From an optimization exercise on the open Yosys and OpenROAD flow, aimed at small area, a short achievable clock period and few clock cycles per item; shortcuts taken in it are not production practice.
Only simulation tests tie the RTL to the original design; equivalence was not proved.

$ cat flow/constraint.sdc
create_clock -name core_clock -period 6.0 [get_ports {clk}]
set_input_delay 1.2000 -clock core_clock [delete_from_list [all_inputs] [get_ports {clk}]]
set_output_delay 1.2000 -clock core_clock [all_outputs]
set_load 0.01 [all_outputs]
$ cat flow/config.mk
export PLATFORM = sky130hd
export DESIGN_NAME = lwc
export DESIGN_NICKNAME = lwc
export VERILOG_FILES = /design/flow/design.v
export SDC_FILE = /design/flow/constraint.sdc
export NUM_CORES = 4
export LEC_CHECK = 0
export CAP_MARGIN = 20
export CORE_MARGIN = 2
export CORE_UTILIZATION = 50
export CTS_CLUSTER_DIAMETER = 90
export CTS_CLUSTER_SIZE = 20
export PLACE_DENSITY = 0.7
export SETUP_SLACK_MARGIN = 3.0
export SLEW_MARGIN = 20
$ cat flow/design.v
module lwc (
  input  wire        clk,
  input  wire        rst,
  input  wire [31:0] pdi_data,
  input  wire        pdi_valid,
  output wire        pdi_ready,
  input  wire [31:0] sdi_data,
  input  wire        sdi_valid,
  output wire        sdi_ready,
  output wire [31:0] do_data,
  output wire        do_last,
  output wire        do_valid,
  input  wire        do_ready
);
  reg [319:0] st;           
  reg [127:0] key;
  reg [127:0] blk;          
  localparam BT_NONCE = 2'd0, BT_AD = 2'd1, BT_MSG = 2'd2, BT_TAG = 2'd3;
  localparam P_INSTR = 4'd0, P_KEY = 4'd1, P_NHDR = 4'd2, P_NONCE = 4'd3,
             P_AHDR = 4'd4, P_AD = 4'd5, P_APAD = 4'd6, P_MHDR = 4'd7,
             P_MSG = 4'd8, P_MPAD = 4'd9, P_THDR = 4'd10, P_TAG = 4'd11;
  localparam C_IDLE = 2'd0, C_PERM = 2'd1, C_TAG = 2'd2;
  localparam O_IDLE = 3'd0, O_DATA = 3'd1, O_THDR = 3'd2, O_TAG = 3'd3, O_STAT = 3'd4;
  reg        b_rdy;
  reg [1:0]  b_type;
  reg [4:0]  b_n;           
  reg        b_last;        
  reg [1:0]  wc;            
  reg [3:0]  ps;
  reg        p_dec;
  reg [15:0] rem;           
  reg        rle4, req4;    
  reg [2:0]  kcnt;
  reg [1:0]  kq;            
  reg [1:0]  cs;
  reg [3:0]  rnd;
  reg        lrnd;          
  reg        c_init;        
  reg        c_final;       
  reg        dpend;         
  reg [2:0]  os;
  reg        o_dec;
  reg        hdr_pend;
  reg        o_final;
  reg        tag_rdy;
  reg        fail;
  reg [1:0]  o_idx;
  reg [3:0]  obusy;         
  reg [1:0]  o_li, o_pb;    
  reg [31:0] od;
  reg        ol, ov;
  reg        pr, sr;
  reg [3:0]  wsel;          
  assign do_data   = od;
  assign do_last   = ol;
  assign do_valid  = ov;
  assign pdi_ready = pr;
  assign sdi_ready = sr;
  wire [63:0] x0 = st[319:256], x1 = st[255:192], x2 = st[191:128],
              x3 = st[127:64],  x4 = st[63:0];
  wire [7:0]  rc = {~rnd, rnd};
  wire [63:0] a0 = x0 ^ x4;
  wire [63:0] a2 = x2 ^ x1 ^ {56'd0, rc};
  wire [63:0] a4 = x4 ^ x3;
  wire [63:0] b0 = a0 ^ (~x1 & a2);
  wire [63:0] b1 = x1 ^ (~a2 & x3);
  wire [63:0] b2 = a2 ^ (~x3 & a4);
  wire [63:0] b3 = x3 ^ (~a4 & a0);
  wire [63:0] b4 = a4 ^ (~a0 & x1);
  wire [63:0] c0 = b0 ^ b4;
  wire [63:0] c1 = b1 ^ b0;
  wire [63:0] c2 = ~b2;
  wire [63:0] c3 = b3 ^ b2;
  wire [63:0] c4 = b4;
  wire [63:0] r0 = c0 ^ {c0[18:0], c0[63:19]} ^ {c0[27:0], c0[63:28]};
  wire [63:0] r1 = c1 ^ {c1[60:0], c1[63:61]} ^ {c1[38:0], c1[63:39]};
  wire [63:0] r2 = c2 ^ {c2[0],    c2[63:1]}  ^ {c2[5:0],  c2[63:6]};
  wire [63:0] r3 = c3 ^ {c3[9:0],  c3[63:10]} ^ {c3[16:0], c3[63:17]};
  wire [63:0] r4 = c4 ^ {c4[6:0],  c4[63:7]}  ^ {c4[40:0], c4[63:41]};
  wire last_rnd = lrnd;
  wire is_msg   = (b_type == BT_MSG);
  wire fin_blk  = is_msg && b_last;
  wire blk_ok   = b_rdy && (b_type == BT_AD || (is_msg && obusy == 4'd0));
  wire perm     = (cs == C_PERM);
  wire absorb   = perm && last_rnd && !c_final && blk_ok;
  wire st_step  = perm && (!last_rnd || c_final || blk_ok);
  wire etag     = (cs == C_TAG) && !o_dec && (os == O_THDR || os == O_TAG) &&
                  (b_rdy ? (b_type == BT_NONCE && kq == 2'd0) : wc == 2'd0);
  wire dtag     = (cs == C_TAG) && o_dec && b_rdy && b_type == BT_TAG;
  wire init     = b_rdy && b_type == BT_NONCE && kq == 2'd0 && (cs == C_IDLE || etag);
  wire dinit_ok = (cs == C_IDLE) && (kq == 2'd0);
  reg  init_dc;
  wire init_d   = pdi_valid && init_dc;
  reg [15:0] bm, bp;        
  reg        rdec, k34, k23, dsep;
  integer j;
  wire [127:0] rrate = {r0, r1};
  reg  [127:0] rate_n, obk;
  always @* begin
    for (j = 0; j < 16; j = j + 1) begin
      obk[8*j +: 8] = rrate[8*j +: 8] ^ blk[8*j +: 8];
      if (bm[j])
        rate_n[8*j +: 8] = rdec ? blk[8*j +: 8] : obk[8*j +: 8];
      else
        rate_n[8*j +: 8] = rrate[8*j +: 8] ^ {bp[j], 7'd0};
    end
  end
  wire [63:0] x2_n = r2 ^ (k23 ? key[127:64] : 64'd0);
  wire [63:0] x3_n = r3 ^ (k23 ? key[63:0] : 64'd0) ^ (k34 ? key[127:64] : 64'd0);
  wire [63:0] x4_n = r4 ^ (k34 ? key[63:0] : 64'd0) ^ {63'd0, dsep};
  wire p_fire = pdi_valid && pr;
  wire s_fire = sdi_valid && sr;
  wire o_free = !ov || do_ready;
  wire [3:0] wmask = (b_n == 5'd0) ? 4'b0000 : (b_n <= 5'd4) ? 4'b1000 :
                     (b_n <= 5'd8) ? 4'b1100 : (b_n <= 5'd12) ? 4'b1110 : 4'b1111;
  reg [2:0]  kcnt_n; reg [1:0] kq_dec;
  reg [1:0]  cs_n;  reg [3:0] rnd_n; reg c_init_n, c_final_n, dpend_n;
  reg [2:0]  os_n;  reg o_final_n, tag_rdy_n, fail_n;
  reg [1:0]  o_idx_n; reg [3:0] obusy_n; reg [1:0] o_li_n, o_pb_n;
  wire [4:0] b_n_m1 = b_n - 5'd1;
  reg [31:0] od_n;  reg ol_n, ov_n;
  reg        emit, hdr_clr, b_clr;
  always @* begin
    kcnt_n = kcnt; kq_dec = 2'd0;
    cs_n = cs; rnd_n = rnd; c_init_n = c_init; c_final_n = c_final; dpend_n = dpend;
    os_n = os; o_final_n = o_final;
    tag_rdy_n = tag_rdy; fail_n = fail; o_idx_n = o_idx; obusy_n = obusy; o_li_n = o_li; o_pb_n = o_pb;
    od_n = od; ol_n = ol; ov_n = ov;
    b_clr = 1'b0; hdr_clr = 1'b0;
    if (s_fire) begin
      kcnt_n = kcnt + 3'd1;
      if (kcnt == 3'd5) begin
        kcnt_n = 3'd0;
        kq_dec = 2'd1;
      end
    end
    if (perm) begin
      if (!last_rnd) rnd_n = rnd + 4'd1;
      else if (c_final) cs_n = C_TAG;
      else if (blk_ok) begin
        rnd_n = fin_blk ? 4'd0 : 4'd4;
        c_init_n = 1'b0;
        c_final_n = fin_blk;
        if (is_msg) begin
          dpend_n = 1'b0;
          obusy_n = wmask;
          o_idx_n = 2'd0;
          o_li_n = b_n_m1[3:2];
          o_pb_n = b_n[1:0];
          if (b_last) o_final_n = 1'b1;
        end
        b_clr = 1'b1;
      end
    end
    if (dtag) begin
      cs_n = C_IDLE; b_clr = 1'b1; tag_rdy_n = 1'b1;
      fail_n = (blk != st[127:0]);
    end
    if (etag) begin
      cs_n = C_IDLE; tag_rdy_n = 1'b1; fail_n = 1'b0;
      obusy_n = 4'b1111; o_idx_n = 2'd0; o_pb_n = 2'd0;
    end
    if (init) begin
      cs_n = C_PERM; rnd_n = 4'd0; c_init_n = 1'b1; c_final_n = 1'b0; dpend_n = 1'b1;
      b_clr = 1'b1;
    end
    emit = 1'b0;
    if (o_free) begin
      case (os)
        O_IDLE: if (hdr_pend) begin
          emit = 1'b1; hdr_clr = 1'b1; os_n = O_DATA;
          od_n = {o_dec ? 8'h43 : 8'h52, 8'h00, rem}; ol_n = 1'b0;
        end
        O_DATA, O_TAG: if (obusy[~o_idx] && (os == O_DATA || tag_rdy)) begin
          emit = 1'b1;
          obusy_n[~o_idx] = 1'b0;
          o_idx_n = o_idx + 2'd1;
          case (o_idx)
            2'd0: od_n = blk[127:96];
            2'd1: od_n = blk[95:64];
            2'd2: od_n = blk[63:32];
            default: od_n = blk[31:0];
          endcase
          if (o_idx == o_li)
            case (o_pb)
              2'd1: od_n[23:0] = 24'd0;
              2'd2: od_n[15:0] = 16'd0;
              2'd3: od_n[7:0]  = 8'd0;
              default: ;
            endcase
          ol_n = 1'b0;
          if (os == O_TAG && o_idx == 2'd3) os_n = O_STAT;
        end
        O_THDR: begin
          emit = 1'b1; os_n = O_TAG;
          od_n = 32'h83000010; ol_n = 1'b0;
        end
        default: if (tag_rdy) begin
          emit = 1'b1; os_n = O_IDLE; tag_rdy_n = 1'b0;
          od_n = {fail ? 4'hF : 4'hE, 28'd0}; ol_n = 1'b1;
        end
      endcase
    end
    if (os == O_DATA && o_final && obusy == 4'd0) begin
      o_final_n = 1'b0;
      os_n = o_dec ? O_STAT : O_THDR;
    end
    ov_n = emit || (ov && !do_ready);
  end
  wire [3:0]  ps_a[0:1];  wire p_dec_a[0:1]; wire [15:0] rem_a[0:1];
  wire        rle4_a[0:1], req4_a[0:1]; wire [1:0] kq_a[0:1];
  wire        b_rdy_a[0:1]; wire [1:0] b_type_a[0:1]; wire [4:0] b_n_a[0:1];
  wire        b_last_a[0:1]; wire [1:0] wc_a[0:1]; wire hdr_pend_a[0:1];
  wire        o_dec_a[0:1], pr_a[0:1];
  wire [3:0]  wsel_a[0:1];
  wire        tag_blk = (cs_n == C_TAG) && !o_dec;
  wire        dtag_ok = (cs_n == C_TAG) && o_dec;
  genvar g;
  generate
    for (g = 0; g < 2; g = g + 1) begin : prs
      lwc_prs u (
        .pf(g == 1), .pdi_data(pdi_data),
        .ps(ps), .p_dec(p_dec), .rem(rem), .rle4(rle4), .req4(req4), .kq(kq),
        .b_rdy(b_rdy), .b_type(b_type), .b_n(b_n), .b_last(b_last), .wc(wc),
        .hdr_pend(hdr_pend), .o_dec(o_dec),
        .b_clr(b_clr), .hdr_clr(hdr_clr), .kq_dec(kq_dec),
        .obusy_n(obusy_n), .tag_blk(tag_blk), .os_idle_n(os_n == O_IDLE),
        .dtag_ok(dtag_ok), .dinit_ok(dinit_ok),
        .ps_n(ps_a[g]), .p_dec_n(p_dec_a[g]), .rem_n(rem_a[g]), .rle4_n(rle4_a[g]),
        .req4_n(req4_a[g]), .kq_n(kq_a[g]), .b_rdy_n(b_rdy_a[g]), .b_type_n(b_type_a[g]),
        .b_n_n(b_n_a[g]), .b_last_n(b_last_a[g]), .wc_n(wc_a[g]),
        .hdr_pend_n(hdr_pend_a[g]), .o_dec_n(o_dec_a[g]), .pr_n(pr_a[g]),
        .wsel_n(wsel_a[g]));
    end
  endgenerate
  wire pfi = p_fire;
  wire [1:0] kq_n = pfi ? kq_a[1] : kq_a[0];
  wire sr_n = (kq_n != 2'd0) && (cs_n != C_PERM) && !init_d;
  wire [3:0] rnd_x     = init_d ? 4'd0 : rnd_n;
  wire       c_init_x  = init_d ? 1'b1 : c_init_n;
  wire       c_final_x = init_d ? 1'b0 : c_final_n;
  wire       dpend_x   = init_d ? 1'b1 : dpend_n;
  wire [1:0] b_type_x  = pfi ? b_type_a[1] : b_type_a[0];
  wire       b_last_x  = pfi ? b_last_a[1] : b_last_a[0];
  wire [4:0] b_n_x     = pfi ? b_n_a[1] : b_n_a[0];
  wire       o_dec_x   = pfi ? o_dec_a[1] : o_dec_a[0];
  wire       lab_x     = (rnd_x == 4'd11) && !c_final_x;
  wire [1:0] cs_x      = init_d ? C_PERM : cs_n;
  always @(posedge clk) begin
    if (rst) init_dc <= 1'b0;
    else     init_dc <= (pfi ? pr_a[1] : pr_a[0]) && (pfi ? ps_a[1] : ps_a[0]) == P_NONCE &&
                        (pfi ? wc_a[1] : wc_a[0]) == 2'd3 && cs_x == C_IDLE && kq_n == 2'd0;
  end
  always @(posedge clk) begin
    rdec <= (b_type_x == BT_MSG) && o_dec_x;
    k34  <= (rnd_x == 4'd11) && (c_init_x || c_final_x);
    k23  <= lab_x && (b_type_x == BT_MSG) && b_last_x;
    dsep <= lab_x && dpend_x && (b_type_x == BT_MSG);
    for (j = 0; j < 16; j = j + 1) begin
      bm[15-j] <= lab_x && (j < b_n_x);
      bp[15-j] <= lab_x && b_last_x && (j == b_n_x);
    end
  end
  always @(posedge clk) begin
    if (rst) begin
      ps <= P_INSTR; p_dec <= 1'b0; rem <= 16'd0; kcnt <= 3'd0; kq <= 2'd0;
      rle4 <= 1'b1; req4 <= 1'b0; lrnd <= 1'b0;
      b_rdy <= 1'b0; b_type <= BT_NONCE; b_n <= 5'd0; b_last <= 1'b0; wc <= 2'd0;
      cs <= C_IDLE; rnd <= 4'd0; c_init <= 1'b0; c_final <= 1'b0; dpend <= 1'b0;
      os <= O_IDLE; o_dec <= 1'b0; hdr_pend <= 1'b0; o_final <= 1'b0;
      tag_rdy <= 1'b0; fail <= 1'b0; o_idx <= 2'd0; obusy <= 4'd0; o_li <= 2'd0; o_pb <= 2'd0;
      ol <= 1'b0; ov <= 1'b0; pr <= 1'b1; sr <= 1'b0; wsel <= 4'd0;
    end else begin
      ps <= pfi ? ps_a[1] : ps_a[0];
      p_dec <= pfi ? p_dec_a[1] : p_dec_a[0];
      rem <= pfi ? rem_a[1] : rem_a[0];
      rle4 <= pfi ? rle4_a[1] : rle4_a[0];
      req4 <= pfi ? req4_a[1] : req4_a[0];
      kq <= kq_n;
      b_rdy <= pfi ? b_rdy_a[1] : b_rdy_a[0];
      b_type <= pfi ? b_type_a[1] : b_type_a[0];
      b_n <= pfi ? b_n_a[1] : b_n_a[0];
      b_last <= pfi ? b_last_a[1] : b_last_a[0];
      wc <= pfi ? wc_a[1] : wc_a[0];
      hdr_pend <= pfi ? hdr_pend_a[1] : hdr_pend_a[0];
      o_dec <= pfi ? o_dec_a[1] : o_dec_a[0];
      pr <= pfi ? pr_a[1] : pr_a[0];
      wsel <= pfi ? wsel_a[1] : wsel_a[0];
      kcnt <= kcnt_n; lrnd <= !init_d && (rnd_n == 4'd11);
      if (init_d) begin
        cs <= C_PERM; rnd <= 4'd0; c_init <= 1'b1; c_final <= 1'b0; dpend <= 1'b1;
      end else begin
        cs <= cs_n; rnd <= rnd_n; c_init <= c_init_n; c_final <= c_final_n; dpend <= dpend_n;
      end
      os <= os_n; o_final <= o_final_n;
      tag_rdy <= tag_rdy_n; fail <= fail_n; o_idx <= o_idx_n; obusy <= obusy_n; o_li <= o_li_n; o_pb <= o_pb_n;
      ol <= ol_n; ov <= ov_n; sr <= sr_n;
    end
  end
  always @(posedge clk) begin
    if (emit) od <= od_n;
    if (s_fire && kcnt >= 3'd2) key <= {key[95:0], sdi_data};
    if (init)
      st <= {64'h80800c0800000000, key, blk};
    else if (init_dc)
      st <= {64'h80800c0800000000, key, blk[127:32], pdi_data};
    else if (st_step)
      st <= {rate_n, x2_n, x3_n, x4_n};
    if (etag)
      blk <= st[127:0];
    else if (absorb && is_msg)
      blk <= obk;
    else begin
      if (p_fire && wsel[3]) blk[127:96] <= pdi_data;
      if (p_fire && wsel[2]) blk[95:64]  <= pdi_data;
      if (p_fire && wsel[1]) blk[63:32]  <= pdi_data;
      if (p_fire && wsel[0]) blk[31:0]   <= pdi_data;
    end
  end
endmodule
module lwc_prs (
  input  wire        pf,
  input  wire [31:0] pdi_data,
  input  wire [3:0]  ps,
  input  wire        p_dec,
  input  wire [15:0] rem,
  input  wire        rle4, req4,
  input  wire [1:0]  kq,
  input  wire        b_rdy,
  input  wire [1:0]  b_type,
  input  wire [4:0]  b_n,
  input  wire        b_last,
  input  wire [1:0]  wc,
  input  wire        hdr_pend, o_dec,
  input  wire        b_clr, hdr_clr,
  input  wire [1:0]  kq_dec,
  input  wire [3:0]  obusy_n,
  input  wire        tag_blk, os_idle_n,
  input  wire        dtag_ok, dinit_ok,
  output reg  [3:0]  ps_n,
  output reg         p_dec_n,
  output reg  [15:0] rem_n,
  output wire        rle4_n, req4_n,
  output reg  [1:0]  kq_n,
  output reg         b_rdy_n,
  output reg  [1:0]  b_type_n,
  output reg  [4:0]  b_n_n,
  output reg         b_last_n,
  output reg  [1:0]  wc_n,
  output reg         hdr_pend_n, o_dec_n,
  output reg         pr_n,
  output reg  [3:0]  wsel_n
);
  localparam BT_NONCE = 2'd0, BT_AD = 2'd1, BT_MSG = 2'd2, BT_TAG = 2'd3;
  localparam P_INSTR = 4'd0, P_NHDR = 4'd2, P_NONCE = 4'd3,
             P_AHDR = 4'd4, P_AD = 4'd5, P_APAD = 4'd6, P_MHDR = 4'd7,
             P_MSG = 4'd8, P_MPAD = 4'd9, P_THDR = 4'd10, P_TAG = 4'd11;
  wire        seg_end = rle4;
  wire [4:0]  nbytes  = {wc, 2'b00} + (seg_end ? rem[2:0] : 3'd4);
  wire        blk_end = (wc == 2'd3) || seg_end;
  wire        full16  = (wc == 2'd3) && req4;
  wire        lz      = (pdi_data[15:0] == 16'd0);
  wire        hdr_in  = pf && (ps == P_AHDR || ps == P_MHDR);
  wire        dat_in  = pf && (ps == P_AD || ps == P_MSG);
  reg         tfree;
  assign rle4_n = hdr_in ? (pdi_data[15:0] <= 16'd4) : dat_in ? (seg_end || rem <= 16'd8) : rle4;
  assign req4_n = hdr_in ? (pdi_data[15:0] == 16'd4) : dat_in ? (rem == 16'd8) : req4;
  always @* begin
    ps_n = ps; p_dec_n = p_dec; rem_n = rem; kq_n = kq - kq_dec;
    b_rdy_n = b_rdy && !b_clr; b_type_n = b_type; b_n_n = b_n; b_last_n = b_last; wc_n = wc;
    hdr_pend_n = hdr_pend && !hdr_clr; o_dec_n = o_dec;
    case (ps)
      P_INSTR: if (pf) begin
        if (pdi_data[31:28] == 4'h7) begin
          kq_n = kq - kq_dec + 2'd1;
        end else begin
          ps_n = P_NHDR; p_dec_n = pdi_data[28];
        end
      end
      P_NHDR: if (pf) ps_n = P_NONCE;
      P_NONCE, P_TAG: if (pf) begin
        wc_n = wc + 2'd1;
        if (wc == 2'd3) begin
          b_rdy_n = !(ps == P_NONCE && dinit_ok);
          b_type_n = (ps == P_NONCE) ? BT_NONCE : BT_TAG;
          ps_n = (ps == P_NONCE) ? P_AHDR : P_INSTR;
        end
      end
      P_AHDR: if (pf) begin
        rem_n = pdi_data[15:0];
        ps_n = lz ? P_MHDR : P_AD;
      end
      P_AD, P_MSG: if (pf) begin
        wc_n = wc + 2'd1;
        rem_n = seg_end ? 16'd0 : rem - 16'd4;
        if (blk_end) begin
          wc_n = 2'd0;
          b_rdy_n = 1'b1;
          b_type_n = (ps == P_AD) ? BT_AD : BT_MSG;
          b_n_n = nbytes;
          b_last_n = seg_end && !full16;
          if (seg_end)
            ps_n = full16 ? ((ps == P_AD) ? P_APAD : P_MPAD)
                 : (ps == P_AD) ? P_MHDR : (p_dec ? P_THDR : P_INSTR);
        end
      end
      P_APAD, P_MPAD: if (!b_rdy) begin
        b_rdy_n = 1'b1;
        b_type_n = (ps == P_APAD) ? BT_AD : BT_MSG;
        b_n_n = 5'd0;
        b_last_n = 1'b1;
        ps_n = (ps == P_APAD) ? P_MHDR : (p_dec ? P_THDR : P_INSTR);
      end
      P_MHDR: if (pf) begin
        rem_n = pdi_data[15:0];
        hdr_pend_n = 1'b1;
        o_dec_n = p_dec;
        ps_n = lz ? P_MPAD : P_MSG;
      end
      P_THDR: if (pf) ps_n = P_TAG;
      default: ps_n = P_INSTR;
    endcase
    tfree = b_rdy_n && b_type_n == BT_TAG && dtag_ok;
    case (ps_n)
      P_INSTR:                 pr_n = !kq[1];
      P_NHDR, P_THDR:          pr_n = 1'b1;
      P_AHDR:                  pr_n = !hdr_pend_n;
      P_NONCE:                 pr_n = (!b_rdy_n || tfree) && !obusy_n[~wc_n] &&
                                      !(tag_blk && wc_n == 2'd0);
      P_TAG:                   pr_n = !b_rdy_n && !obusy_n[~wc_n] &&
                                      !(tag_blk && wc_n == 2'd0);
      P_AD:                    pr_n = !b_rdy_n && !obusy_n[~wc_n] &&
                                      !(tag_blk && wc_n == 2'd0);
      P_MSG:                   pr_n = !b_rdy_n && !obusy_n[~wc_n] && !hdr_pend_n;
      P_MHDR:                  pr_n = os_idle_n && !hdr_pend_n;
      default:                 pr_n = 1'b0;
    endcase
    if (pf && ps == P_AHDR)
      pr_n = !b_rdy_n && !obusy_n[~wc] && !(tag_blk && wc == 2'd0) &&
             os_idle_n && !hdr_pend_n;
    wsel_n = 4'd0;
    if (ps_n == P_NONCE || ps_n == P_AD || ps_n == P_MSG || ps_n == P_TAG)
      wsel_n[~wc_n] = 1'b1;
  end
endmodule
$ cat flow/run.sh
#!/bin/bash
# synth_recipe.tcl (not shown) runs the flow's synth.tcl, then flattens the netlist and writes it again
# the make line also repeats each setting of config.mk as NAME=value (left out here)
make -C /OpenROAD-flow-scripts/flow DESIGN_CONFIG=/design/flow/config.mk WORK_HOME=/design/flow/orfs CLKGATE_MAP_FILE= SYNTH_SCRIPT=/design/flow/synth_recipe.tcl finish
==> results.toml, run 1 <==
[status]
outcome = "complete, no violations"

[die]
core_um2 = 107000
io_pins = 105
fp.dieH_um = 332
initial_core_util_pct = 50.3
rows = 120
dieArea_um2 = 110000
die_w_um = 332

[synth]
synth_top_family_by_area = "XOR/XNOR gates"
synth_area_per_cell_um2 = 9.40
synthAdderAreaFrac_pct = 3.37
synth_nets = 5928
ys_seq_area_share_pct = 36.9
async_flop_share_pct = 0
synth_area_um2 = 53800
synth.distinct_cells = 96
synth.area.mux_share_pct = 1.49
synth_xor_area_share_pct = 28.8
ys_seq_elements = 720
yosysWarnings = 2
synth-edff-count = 544
synth_compound_area_share_pct = 14.1
synthFlopType = "edfxtp_1"
postSynthCellCount = 5718
synth-simple-area-share_pct = 11.8

[drt]
vias_per_cell = 6.73
drc = 0
first_iter_violations = 9226
drtPass1Iterations = 9
vias = 49014
wl_mm = 285
wire_per_inst_um = 39.1
ant_nets = 0

[sta]
worst_slew_margin_rel_pct = 9.16
hold_ws_ns = 0.476
finalSetupTns_ns = 0
max_slew.worst_pin.slew_ns = 1.35
clock_skew_ns = 0.0448
final-setup-viol-count = 0
finalCritPeriodShare_pct = 51.4
layout_min_cycle_time_ns = 3.08
rsz0062_at_grt = "yes"
max_freq_mhz = 324
drv_slew = 0
hold_viol = 0

[min_path]
hold_class = "flop to flop"

[cts]
cts.sinks = 720
hold_buffers = 0
cts-root-buf = "clkbuf_16"
insertion_delay_ns = 0.74
path_clk_slew_ns = 0.09
numCtsBuffers = 48
cts_buffer_depth = 3
cts_tree = "done"
htree_levels = 2

[finish]
nets = 6043
drive_gt1_share_pct = 12.7
final_cells = 7285
area_growth_pct = 16.8
final_util_pct = 58.7

[place]
portBuffers = 104
hpwl_mm = 215
dpl.cell_count = 7110
gp_congestion = 1.14

[worst_setup_path]
worst_ep_required_time_ns = 6.56
critPathArrivalTime_ns = 3.64
startpoint_type = "flop"
critical_path_class = "flop to flop"
cp-end-kind = "flop"
cp_max_fo = 5

[global_route]
grt_start_max_net_pins = 119
antenna_found_initial = 24
overflow = 0
grt_pass1_wl_mm = 376
grt_pass1_vias = 43389
grt_usage_pct = 50.1

[flow_run]
drv_cap = 0
[synth_stat cells (24+ instances only)]
library cell | n | area, um^2
nand3_1 | 29 | 145
and2_1 | 67 | 419
clkbuf_1 | 242 | 908
nand2_1 | 743 | 2790
a21o_1 | 35 | 263
nor4_1 | 31 | 194
a22oi_1 | 24 | 180
inv_1 | 214 | 803
o21ai_0 | 505 | 2530
a222oi_1 | 32 | 320
xor2_1 | 455 | 3990
o41ai_1 | 56 | 490
a21oi_1 | 361 | 1810
nor2_1 | 290 | 1090
mux2i_1 | 72 | 721
ha_1 | 141 | 1760
edfxtp_1 | 544 | 16300
and3_1 | 69 | 432
xnor3_1 | 51 | 1150
o211ai_1 | 30 | 225
nor3_1 | 52 | 260
nor2b_1 | 25 | 156
a211oi_1 | 79 | 593
dfxtp_1 | 176 | 3520
xnor2_1 | 1028 | 9000
nand4_1 | 32 | 200
xor3_1 | 38 | 903
[flip-flops by register name (all words and copies together), names as in the netlist, 2 cells and up]
register / cells
o_li: 2
bm: 16
obusy: 4
blk: 128
o_pb: 2
ps: 4
key: 128
kq: 2
wc: 2
cs: 2
bp: 16
rnd: 4
b_n: 5
o_idx: 2
st: 320
od: 32
kcnt: 3
os: 3
b_type: 2
wsel: 4
rem: 16
[through the flow]
stage                     worst slack [ns]  cell area (um^2)
final                                 2.92             62800
after global routing                  2.86             62700
after CTS                             2.93             61100
after detailed placement              1.80             57400
after global placement                1.73             57300
after floorplan                       2.44             53900
[critical path, stage by stage (launching register included)]
cell      delay, ns
edfxtp_1       0.53
ha_1           0.51
xor2_2         0.84
xnor2_1        0.20
xnor2_1        0.51
mux2i_1        0.17
o21ai_0        0.17
[cell families after synthesis]
logic type,Yosys count
muxes,77
DFF,720
adders and majority gates,146
and+or+nand+nor,1420
xor gates and xnor gates,1597
AOI/OAI and AO/OA,1268
buffers and inverters,490
[final cells by class]
class	count	area, um^2
Timing Repair Buffer	335	3290
Antenna cell	11	27.5
Inverter	216	813
Clock inverter	24	246
Sequential cell	720	19900
Tap cell	1403	1760
Multi-Input combinational cell	4512	35400
Clock buffer	64	1290
Fill cell	9280	44100
[final timing paths]
| check | cells past startpoint | endpoint | startpoint | slack [ns] |
|---|---|---|---|---|
| hold reg to reg | 2 | ol | ol | 0.48 |
| setup / recovery | 6 | st[6] | st[6] | 2.92 |
| setup reg to reg | 6 | st[6] | st[6] | 2.92 |
| hold / removal | 2 | ol | ol | 0.48 |
[what timing repair did]
| action | in CTS | in global routing |
|---|---|---|
| pin swaps | 22 | 37 |
| endpoints found under the setup margin | 675 | 350 |
| gates cloned | 3 | 2 |
| resized for setup | 262 | 177 |
| buffers inserted | 29 | 42 |
[per-layer routing]
layer | share of wire (%) | global-route usage (%)
met1 | 35 | 62.3
met2 | 39 | 67.9
met3 | 16 | 19.4
met4 | 11 | 42.0
met5 | 0.093 | 0
[cells in the final DEF, fill, tap and decap left out, drive strengths merged, types with 52 or more instances in the layout]
master / count
nand2: 745
inv: 225
clkdlybuf4s50: 89
nor3: 54
mux2i: 73
and3: 70
buf: 231
o41ai: 56
edfxtp: 544
xor2: 465
nor2: 292
clkbuf: 65
ha: 141
and2: 68
a21oi: 362
xnor3: 52
o21ai: 509
a211oi: 79
xnor2: 1041
dfxtp: 176
Testbench counts, summed over its fixed seeds: cycles 19,275, bytes 20,910.
==> inputs of run 2 (changes only) <==
--- a/flow/config.mk
+++ b/flow/config.mk
@@ -12,4 +12,4 @@
 export CTS_CLUSTER_SIZE = 20
 export PLACE_DENSITY = 0.7
-export SETUP_SLACK_MARGIN = 3.0
+export SETUP_SLACK_MARGIN = 2.8
 export SLEW_MARGIN = 20
==> results.toml, run 2 <==
[status]
outcome = "complete, no violations"

[drt]
drtPass1Iterations = 10
wire_per_inst_um = 37.6
drc = 0
vias = 48947
wl_mm = 272
first_iter_violations = 9396
ant_nets = 0
vias_per_cell = 6.77

[sta]
finalSetupTns_ns = 0
worst_slew_margin_rel_pct = 8.29
clock_skew_ns = 0.0505
max_freq_mhz = 289
max_slew.worst_pin.slew_ns = 1.38
drv_slew = 0
rsz0062_at_grt = "yes"
layout_min_cycle_time_ns = 3.46
finalCritPeriodShare_pct = 57.7
hold_viol = 0
final-setup-viol-count = 0

[global_route]
antenna_found_initial = 23
busiest_layer = "met2"
globalRouteMet2Util_pct = 62.8
grt_start_max_net_pins = 129
grtUsageMet3_pct = 21.3
overflow = 0
grt_pass1_wl_mm = 362
grt_usage_pct = 47.9
met1_usage_pct = 59.4
grt_pass1_vias = 43373

[die]
dieArea_um2 = 110000
core_um2 = 107000
fp.dieH_um = 332
initial_core_util_pct = 50.3
die_w_um = 332
io_pins = 105
rows = 120

[synth]
postSynthCellCount = 5718
ys_seq_elements = 720
synth.distinct_cells = 96
netlist.area_leader.share_pct = 30.4
synth_most_common_cell = "xnor2_1"
yosysTopAreaCell = "edfxtp_1"
ys_seq_area_share_pct = 36.9
synthFlopType = "edfxtp_1"
yosysWarnings = 2
synth_area_um2 = 53800
synth_area_per_cell_um2 = 9.40
async_flop_share_pct = 0
synthTopCellsByArea = "edfxtp_1, xnor2_1, xor2_1, dfxtp_1, nand2_1"
synth_common_cells = "xnor2_1, nand2_1, edfxtp_1"
synth-edff-count = 544
synth_nets = 5928

[worst_setup_path]
critical_path_class = "flop to flop"
crit_path_top_delay_cell = "xnor2_1"
cp_top_family = "simple AND/OR/NAND/NOR gates"
reg2reg_slack_ns = 2.54
cp_max_fo = 6
cpPeakStageDelay_ns = 0.84
worst_ep_required_time_ns = 6.57
cp-end-kind = "flop"
startpoint_type = "flop"
cp_common_cell = "nand4_1"
critPathArrivalTime_ns = 4.03
crit_buf_inv = 0
worstPathCellList = "xnor2_1, nand4_1, nor4_1, nand4_1, nor4_2, a2111oi_0"

[finish]
area_growth_pct = 12.4
drive_gt1_share_pct = 8.92
nets = 5989
final_common_cell = "xnor2_1"
reg_top3 = "st: 320 flops, blk: 128 flops, key: 128 flops"
top_register = "st"
final_cell_mix = "xnor2_1, nand2_1, edfxtp_1"
fillers = 9527
final_cells = 7231
seq_area_um2 = 19900
multi_input_area_um2 = 33800
largest_reg_flops = 320

[place]
portBuffers = 104
gp_congestion = 1.19
hpwl_mm = 201
dpl.cell_count = 7107

[cts]
hold_buffers = 0
numCtsBuffers = 47
cts_tree = "done"
cts-root-buf = "clkbuf_16"
insertion_delay_ns = 0.75
path_clk_slew_ns = 0.09
cts_buffer_depth = 3
cts.sinks = 720
htree_levels = 2

[flow_run]
drv_cap = 0

[min_path]
hold_class = "flop to flop"
==> run 2: repair_timing <==
item | 4_1_cts | 5_1_grt
endpoints found under the setup margin | 512 | 426
pin swaps | 6 | 12
gates resized for setup | 79 | 124
buffers inserted | 6 | 6
gates cloned | 3 | 1
==> run 2: per-layer routing <==
| metal | up-vias | wire length (um) | share of wire (%) |
|---|---|---|---|
| met2 | 4322 | 103000 | 38 |
| li1 | 19893 | - | - |
| met5 | - | 243 | 0.089 |
| met3 | 1125 | 44900 | 17 |
| met1 | 23593 | 93800 | 35 |
| met4 | 14 | 29800 | 11 |
==> run 2: worst reg2reg max path: cells and delay by family (launching register included) <==
family,cells,cell delay [ns]
DFF,1,0.57
xor gates and xnor gates,1,0.84
and+or+nand+nor,4,1.74
AOI/OAI and AO/OA,1,0.15
==> run 2: area by class of cell <==
class | instances | area share (%)
diodes | 11 | 0.0456
clock buffers | 68 | 2.23
clock inverters | 19 | 0.286
inverters | 216 | 1.35
multi-input cells | 4510 | 55.9
flip-flops and latches | 720 | 32.9
well taps | 1403 | 2.90
repair buffers | 284 | 4.34
==> run 2: stage by stage <==
stage / utilization, % / worst slack, ns / instance area (um^2) / hold slack (ns)
final: 56.5 / 2.54 / 60400 / 0.490
after global routing: 56.5 / 2.68 / 60400 / 0.517
after CTS: 55.5 / 2.53 / 59300 / 0.494
after detailed placement: 53.5 / 1.99 / 57200 / 0.474
after global placement: 53.4 / 1.94 / 57100 / 0.462
after floorplan: - / 2.44 / 53800 / 0.449
==> run 2: cells by family after synthesis <==
group	share of synthesized area (%)
adder cells (fa/ha/maj)	3.37
AND/OR/NAND/NOR	11.8
XOR/XNOR	28.8
AO/OA/AOI/OAI	14.1
flip-flops	36.9
multiplexers	1.49
buffers and inverters	3.47
==> run 2: final timing paths <==
kind | startpoint | endpoint | depth (start not counted)
worst max-delay path | blk[43] | fail | 6
worst max register to register | blk[43] | fail | 6
worst min-delay path | dpend | dpend | 2
worst min register to register | dpend | dpend | 2
==> inputs of run 3 (changes only) <==
--- a/flow/config.mk
+++ b/flow/config.mk
@@ -12,4 +12,4 @@
 export CTS_CLUSTER_SIZE = 20
 export PLACE_DENSITY = 0.7
-export SETUP_SLACK_MARGIN = 2.8
+export SETUP_SLACK_MARGIN = 3.1
 export SLEW_MARGIN = 20
==> results.toml, run 3 <==
[status]
outcome = "complete, no violations"

[finish]
top_register = "st"
fillers = 9028
seq_area_um2 = 19900
final_util_pct = 60.0
final_common_cell = "xnor2_1"
largest_reg_flops = 320
drive_gt1_share_pct = 15.2
nets = 6127
reg_top3 = "st: 320 flops, blk: 128 flops, key: 128 flops"
area_growth_pct = 19.3
multi_input_area_um2 = 36100
final_cell_mix = "xnor2_1, nand2_1, edfxtp_1"

[synth]
yosysTopAreaCell = "edfxtp_1"
synth_area_um2 = 53800
synth_most_common_cell = "xnor2_1"
async_flop_share_pct = 0
yosysWarnings = 2
synth_common_cells = "xnor2_1, nand2_1, edfxtp_1"
synthFlopType = "edfxtp_1"
synthTopCellsByArea = "edfxtp_1, xnor2_1, xor2_1, dfxtp_1, nand2_1"
synth.distinct_cells = 96
ys_seq_area_share_pct = 36.9
synth_nets = 5928
synth_area_per_cell_um2 = 9.40
netlist.area_leader.share_pct = 30.4
ys_seq_elements = 720
postSynthCellCount = 5718
synth-edff-count = 544

[die]
initial_core_util_pct = 50.3
core_um2 = 107000
dieArea_um2 = 110000
io_pins = 105
die_w_um = 332
fp.dieH_um = 332
rows = 120

[cts]
htree_levels = 2
hold_buffers = 0
path_clk_slew_ns = 0.10
cts.sinks = 720
insertion_delay_ns = 0.73
numCtsBuffers = 47
cts_buffer_depth = 3
cts-root-buf = "clkbuf_16"
cts_tree = "done"

[sta]
finalSetupTns_ns = 0
drv_slew = 0
layout_min_cycle_time_ns = 3.12
final-setup-viol-count = 0
finalCritPeriodShare_pct = 51.9
max_freq_mhz = 321
rsz0062_at_grt = "yes"
hold_viol = 0
max_slew.worst_pin.slew_ns = 1.33
clock_skew_ns = 0.0466
worst_slack_ns = 2.88
worst_slew_margin_rel_pct = 11.0

[global_route]
grt_start_max_net_pins = 137
overflow = 0
grt_pass1_wl_mm = 371
grt_pass1_vias = 43861
antenna_found_initial = 29
grt_usage_pct = 49.1

[drt]
drc = 0
wire_per_inst_um = 38.5
vias = 50351
first_iter_violations = 10240
wl_mm = 284
ant_nets = 0
vias_per_cell = 6.82
drtPass1Iterations = 10

[worst_setup_path]
critPathArrivalTime_ns = 3.56
cp-end-kind = "flop"
worst_ep_required_time_ns = 6.44
startpoint_type = "flop"
critical_path_class = "flop to flop"
cp_max_fo = 5

[flow_run]
drv_cap = 0

[place]
portBuffers = 104
hpwl_mm = 203
dp_slack_ns = 1.94
gp_congestion = 1.19

[min_path]
hold_class = "flop to flop"
run 3: cell counts after synthesis:
No cell type changed its count.
run 3: cell families after synthesis:
logic type	Yosys count	share of synthesized area [%]
fa+ha+maj	146	3.37
flops	720	36.9
compound gates	1268	14.1
simple gates	1420	11.8
mux	77	1.49
xor+xnor	1597	28.8
buf+inv	490	3.47
run 3: area by class of cell:
cell class / count / share of cell area, %
sequential: 720 / 31.0
antenna: 21 / 0.0819
tap: 1403 / 2.74
multi-input combinational: 4513 / 56.3
clock buffer: 69 / 2.09
inverter: 216 / 1.27
clock inverter: 19 / 0.255
timing repair buffer: 419 / 6.22
run 3: per-stage QoR:
| step | hold WS (ns) | area [um^2] | instances |
|---|---|---|---|
| 2_1_floorplan | 0.449 | 53900 | 5718 |
| 3_3_place_gp | 0.462 | 57100 | 7095 |
| 3_5_place_dp | 0.465 | 57100 | 7096 |
| 4_1_cts | 0.483 | 61200 | 7223 |
| 5_1_grt | 0.531 | 64100 | 7359 |
| 6_report | 0.484 | 64200 | 7380 |
run 3: timing repair:
action	in CTS	in global routing
gates cloned	6	4
endpoints found under the setup margin	752	328
pin swaps	30	85
gates resized for setup	335	258
setup buffers	33	130
run 3: final timing paths:
| check | start | endpoint | slack (ns) | cells past startpoint |
|---|---|---|---|---|
| max | st[92] | st[82] | 2.88 | 7 |
| min | ol | ol | 0.48 | 2 |
| max reg2reg | st[92] | st[82] | 2.88 | 7 |
| min reg2reg | ol | ol | 0.48 | 2 |
run 3: metal layers:
layer	track usage [%]	up-vias	share of wire, %	wire length (um)
li1	-	20161	-	-
met5	0.825	-	0.064	181
met1	59.3	24104	34	95600
met3	24.2	1277	17	49300
met2	65.4	4787	38	108000
met4	39.8	22	11	31000
run 3: worst max-delay path, stage by stage (launching register included):
cell	delay [ns]
edfxtp_1	0.49
inv_1	0.23
ha_1	0.25
xor2_2	0.21
xnor2_1	1.00
xnor2_1	0.36
xnor2_1	0.22
o21ai_0	0.09
==> inputs of run 4 (changes only) <==
--- a/flow/config.mk
+++ b/flow/config.mk
@@ -8,8 +8,8 @@
 export CAP_MARGIN = 20
 export CORE_MARGIN = 2
-export CORE_UTILIZATION = 50
+export CORE_UTILIZATION = 40
 export CTS_CLUSTER_DIAMETER = 90
 export CTS_CLUSTER_SIZE = 20
-export PLACE_DENSITY = 0.7
-export SETUP_SLACK_MARGIN = 3.1
+export PLACE_DENSITY = 0.6
+export SETUP_SLACK_MARGIN = 3.0
 export SLEW_MARGIN = 20
==> results.toml, run 4 <==
[worst_setup_path]
cp_max_fo = 6
cp-end-kind = "flop"
critical_path_class = "flop to flop"
startpoint_type = "flop"
critPathArrivalTime_ns = 3.78
worstReg2RegStart = "blk[35]"
cp-startpoint = "blk[35]"
worst_ep_required_time_ns = 6.57

[finish]
area_growth_pct = 18.0
nets = 6109
drive_gt1_share_pct = 13.6
stdcell_area_um2 = 63400
final_common_cell = "xnor2_1"
reg_top3 = "st: 320 flops, blk: 128 flops, key: 128 flops"
final_cell_mix = "xnor2_1, nand2_1, edfxtp_1"
final_util_pct = 47.5
top_register = "st"
largest_reg_flops = 320

[synth]
synth.area.mux_share_pct = 1.49
netlist.area_leader.share_pct = 30.4
ys_seq_elements = 720
synth_area_per_cell_um2 = 9.40
synth-simple-area-share_pct = 11.8
synth_nets = 5928
synth_xor_area_share_pct = 28.8
yosysWarnings = 2
synth.distinct_cells = 96
postSynthCellCount = 5718
async_flop_share_pct = 0
synth_compound_area_share_pct = 14.1
synth_common_cells = "xnor2_1, nand2_1, edfxtp_1"
synthTopCellsByArea = "edfxtp_1, xnor2_1, xor2_1, dfxtp_1, nand2_1"
yosysTopAreaCell = "edfxtp_1"
synth-edff-count = 544
ys_seq_area_share_pct = 36.9
synth_most_common_cell = "xnor2_1"
synthAdderAreaFrac_pct = 3.37
synthFlopType = "edfxtp_1"
synth_top_family_by_area = "XOR/XNOR gates"
synth_area_um2 = 53800

[place]
dp_slack_ns = 1.68
hpwl_mm = 224
gp_congestion = 1.09
placedInstanceArea_um2 = 58100
portBuffers = 104

[status]
outcome = "complete, no violations"

[die]
io_pins = 105
fp.dieH_um = 371
dieArea_um2 = 137000
initial_core_util_pct = 40.3
core_um2 = 133000
rows = 134
die_w_um = 371

[sta]
final-setup-viol-count = 0
finalCritPeriodShare_pct = 53.4
drv_slew = 0
clock_skew_ns = 0.0577
max_freq_mhz = 312
worst_slew_margin_rel_pct = 14.2
rsz0062_at_grt = "yes"
finalSetupTns_ns = 0
max_slew.worst_pin.slew_ns = 1.27
layout_min_cycle_time_ns = 3.20
hold_viol = 0
worst_slack_ns = 2.80

[cts]
cts_buffer_depth = 3
path_clk_slew_ns = 0.09
cts.sinks = 720
htree_levels = 2
cts_tree = "done"
hold_buffers = 0
insertion_delay_ns = 0.73
numCtsBuffers = 50
cts-root-buf = "clkbuf_16"

[min_path]
worstHoldStart = "ol"
hold_class = "flop to flop"

[drt]
ant_nets = 0
vias = 48480
wl_mm = 299
drc = 0
vias_per_cell = 6.28
wire_per_inst_um = 38.7
drtPass1Iterations = 11
first_iter_violations = 8529

[global_route]
grt_usage_pct = 42.2
antenna_found_initial = 12
grt_pass1_vias = 43363
grt_pass1_wl_mm = 391
overflow = 0
grt_start_max_net_pins = 185

[flow_run]
drv_cap = 0
## run 4: critical path, cell delays in order, from the launching register on
cell,delay [ns]
edfxtp_1,0.60
xor2_1,0.36
nor4_1,1.15
nand4_1,0.35
nor4_2,0.47
a2111oi_0,0.15
## run 4: path summary, 6_finish.rpt
check	cells past startpoint	endpoint	slack (ns)
setup / recovery	5	fail	2.80
hold / removal	2	ol	0.48
setup reg to reg	5	fail	2.80
hold reg to reg	2	ol	0.48
## run 4: kinds of logic (layout without fill, tap and decap cells)
logic type / count (synthesis) / after routing
muxes: 77 / 77
DFF: 720 / 720
and+or+nand+nor: 1420 / 1425
buffers and inverters: 490 / 705
other: 0 / 8
xor gates and xnor gates: 1597 / 1597
AOI/OAI and AO/OA: 1268 / 1269
adders and majority gates: 146 / 146
## run 4: timing repair
action                                  CTS  global route
resized for setup                       256           186
endpoints found under the setup margin  794           332
pin swaps                                24            44
endpoints found under the hold margin     0             0
setup buffers                            38            65
gates cloned                              6             3
## run 4: area by class of cell
type / count / area (um^2)
fill: 12848 / 70000
multi-input combinational: 4514 / 35100
sequential: 720 / 19900
timing repair buffer: 397 / 3710
tap: 1768 / 2210
clock buffer: 66 / 1360
inverter: 216 / 813
clock inverter: 26 / 262
antenna: 8 / 20.0
## run 4: stage by stage
stage	hold slack, ns	std cells
floorplan	0.449	5718
global placement	0.469	7498
detailed placement	0.468	7502
CTS	0.487	7638
global route	0.511	7708
finish	0.481	7715
## run 4: per-layer routing
layer | part of all wire [%] | wire, um | up-vias | GRT usage (%)
met3 | 13 | 39200 | 831 | 12.5
met2 | 40 | 119000 | 3447 | 59.0
met4 | 9.4 | 28000 | 18 | 31.3
met5 | 0.047 | 141 | - | 0
met1 | 38 | 112000 | 24036 | 54.9
li1 | - | - | 20148 | -
==> inputs of run 5 (changes only) <==
--- a/flow/config.mk
+++ b/flow/config.mk
@@ -8,8 +8,8 @@
 export CAP_MARGIN = 20
 export CORE_MARGIN = 2
-export CORE_UTILIZATION = 40
+export CORE_UTILIZATION = 45
 export CTS_CLUSTER_DIAMETER = 90
 export CTS_CLUSTER_SIZE = 20
-export PLACE_DENSITY = 0.6
+export PLACE_DENSITY = 0.65
 export SETUP_SLACK_MARGIN = 3.0
 export SLEW_MARGIN = 20
==> results.toml, run 5 <==
[status]
outcome = "complete, no violations"

[sta]
worst_slew_margin_rel_pct = 13.6
max_freq_mhz = 314
layout_min_cycle_time_ns = 3.19
rsz0062_at_grt = "yes"
hold_viol = 0
finalCritPeriodShare_pct = 53.1
drv_slew = 0
max_slew.worst_pin.slew_ns = 1.29
finalSetupTns_ns = 0
final-setup-viol-count = 0
clock_skew_ns = 0.0353

[worst_setup_path]
cpPeakStageDelay_ns = 0.69
worst_ep_required_time_ns = 6.45
crit_path_top_delay_cell = "xnor3_1"
startpoint_type = "flop"
worstPathCellList = "xnor2_1, and2_1, xnor2_4, xnor2_1, xnor3_1, xnor2_1, o21ai_0, a21boi_0"
cp_max_fo = 5
worstReg2RegStart = "st[23]"
worstRegToRegCells = 8
cp_common_cell = "xnor2_1"
reg2reg_slack_ns = 2.81
r2r-end = "blk[68]"
cp-startpoint = "st[23]"
critical_path_class = "flop to flop"
critPathArrivalTime_ns = 3.63
cp-end-kind = "flop"

[synth]
postSynthCellCount = 5718
ys_seq_area_share_pct = 36.9
ys_seq_elements = 720
yosysTopAreaCell = "edfxtp_1"
synth_compound_area_share_pct = 14.1
synth_most_common_cell = "xnor2_1"
async_flop_share_pct = 0
synth_xor_area_share_pct = 28.8
synth.distinct_cells = 96
synth_area_um2 = 53800
yosysWarnings = 2
synth_common_cells = "xnor2_1, nand2_1, edfxtp_1"
synth-edff-count = 544
synth_top_family_by_area = "XOR/XNOR gates"
synthTopCellsByArea = "edfxtp_1, xnor2_1, xor2_1, dfxtp_1, nand2_1"
netlist.area_leader.share_pct = 30.4
synth_area_per_cell_um2 = 9.40
synth_nets = 5928
synth.area.mux_share_pct = 1.49
synthFlopType = "edfxtp_1"
synth-simple-area-share_pct = 11.8
synthAdderAreaFrac_pct = 3.37

[finish]
area_growth_pct = 16.4
largest_reg_flops = 320
final_cell_mix = "xnor2_1, nand2_1, edfxtp_1"
top_register = "st"
reg_top3 = "st: 320 flops, blk: 128 flops, key: 128 flops"
drive_gt1_share_pct = 12.4
final_util_pct = 52.9
nets = 6072
final_common_cell = "xnor2_1"

[global_route]
grt_usage_pct = 45.6
antenna_found_initial = 16
overflow = 0
grt_pass1_vias = 43687
grt_pass1_wl_mm = 379
grt_start_max_net_pins = 116

[die]
dieArea_um2 = 122000
core_um2 = 118000
rows = 126
initial_core_util_pct = 45.5
io_pins = 105
die_w_um = 350
fp.dieH_um = 350

[cts]
cts-root-buf = "clkbuf_16"
hold_buffers = 0
cts_buffer_depth = 3
cts_tree = "done"
insertion_delay_ns = 0.71
cts.sinks = 720
path_clk_slew_ns = 0.10
htree_levels = 2
numCtsBuffers = 47

[drt]
ant_nets = 0
wire_per_inst_um = 38.2
vias_per_cell = 6.52
drc = 0
first_iter_violations = 8358
wl_mm = 285
vias = 48546
drtPass1Iterations = 8

[place]
hpwl_mm = 213
gp_congestion = 1.10
portBuffers = 104

[flow_run]
drv_cap = 0

[min_path]
hold_class = "flop to flop"
min_path_cells = 2
worstHoldStart = "ol"
holdPathEnd = "ol"
-- run 5: cell types whose count changed in the layout (fill, tap and decap cells not counted), moves of 5 or more --
| cell | change |
|---|---|
| clkbuf_1 | +5 |
| clkbuf_16 | -5 |
| xnor2_1 | +6 |
| xnor2_2 | -11 |
| buf_6 | -9 |
| buf_4 | -15 |
| clkbuf_2 | -7 |
| a21oi_1 | +5 |
| xnor2_4 | +5 |
-- run 5: timing repair --
action,4_1_cts,5_1_grt
endpoints found under the setup margin,796,422
gates cloned,5,0
pin swaps,17,44
resized for setup,258,154
setup buffers,20,55
-- run 5: per-stage QoR --
step	hold WS (ns)	worst slack, ns	cell area (um^2)	std cells
global route	0.505	2.77	62600	7436
floorplan	0.449	2.44	53900	5718
finish	0.481	2.81	62600	7445
global placement	0.463	1.73	57500	7269
detailed placement	0.470	1.74	57600	7269
CTS	0.485	2.94	61000	7381
-- run 5: worst max-delay path by stage --
stage,end,slack (ns),depth (start not counted)
after floorplan,key[0],2.44,2
after global placement,wsel[3],1.73,9
after detailed placement,wsel[2],1.74,9
after CTS,st[207],2.94,8
after global routing,blk[68],2.77,8
final,blk[68],2.81,8
-- run 5: worst max-delay path: cells and delay by family, from the launching register on --
kind	cells	cell delay, ns
XOR/XNOR	5	1.83
flip-flops	1	0.52
AND/OR/NAND/NOR	1	0.30
AO/OA/AOI/OAI	2	0.27
-- run 5: logic make-up (layout without fill, tap and decap cells) --
logic type / Yosys count / in the layout
AO/OA/AOI/OAI: 1268 / 1269
XOR/XNOR: 1597 / 1597
adder cells (fa/ha/maj): 146 / 146
buffers and inverters: 490 / 667
flip-flops: 720 / 720
multiplexers: 77 / 77
other: 0 / 9
AND/OR/NAND/NOR: 1420 / 1424
-- run 5: area by class of cell --
class	count	area, um^2
multi-input cells	4513	35100
diodes	9	22.5
clock buffers	67	1310
well taps	1536	1920
clock inverters	20	194
repair buffers	364	3320
fillers	10844	55600
flip-flops and latches	720	19900
inverters	216	813
-- run 5: per-layer routing --
layer | track usage [%] | wire [um] | share of wire, % | up-vias
met5 | 0 | 80 | 0.028 | -
met4 | 35.7 | 28900 | 10 | 10
met3 | 15.0 | 39600 | 14 | 959
met2 | 63.1 | 113000 | 40 | 3739
met1 | 58.3 | 103000 | 36 | 23787
li1 | - | - | - | 20051

==> port drivers added, routing unchanged <==
The results above use ideal ports. As a check the final layouts listed here were re-extracted and re-timed, cells and wires unchanged. Step 1 (the two cells are an assumption about what drives the block):
set clk [get_ports {clk}]
set_driving_cell -lib_cell sky130_fd_sc_hd__clkbuf_16 $clk
set_driving_cell -lib_cell sky130_fd_sc_hd__buf_2 [delete_from_list [all_inputs] $clk]
Step 2, shift: input delay + t, output delay - t, t = (earliest + latest rising clock arrival at the registers) / 2. This alone moves slack from input paths to output paths. a / b / c = ideal ports / drivers / drivers and shift; a / b = the first two.
run | t, ns | setup slack, ns | worst setup path at the end | pins driven straight from the clock port
run 1 | 0.802 | 2.917 / 2.917 / 2.182 | input to register | 1
run 2 | 0.810 | 2.535 / 2.535 / 2.175 | input to register | 1
run 3 | 0.799 | 2.884 / 2.884 / 2.460 | input to register | 1
run 4 | 0.793 | 2.798 / 2.798 / 2.316 | input to register | 1
run 5 | 0.780 | 2.812 / 2.812 / 2.351 | input to register | 1
After both steps setup and hold are still met in every run listed. For run 1, which loses most, drivers alone change the setup slack by 0.000 ns; drivers and shift together by -0.735 ns.
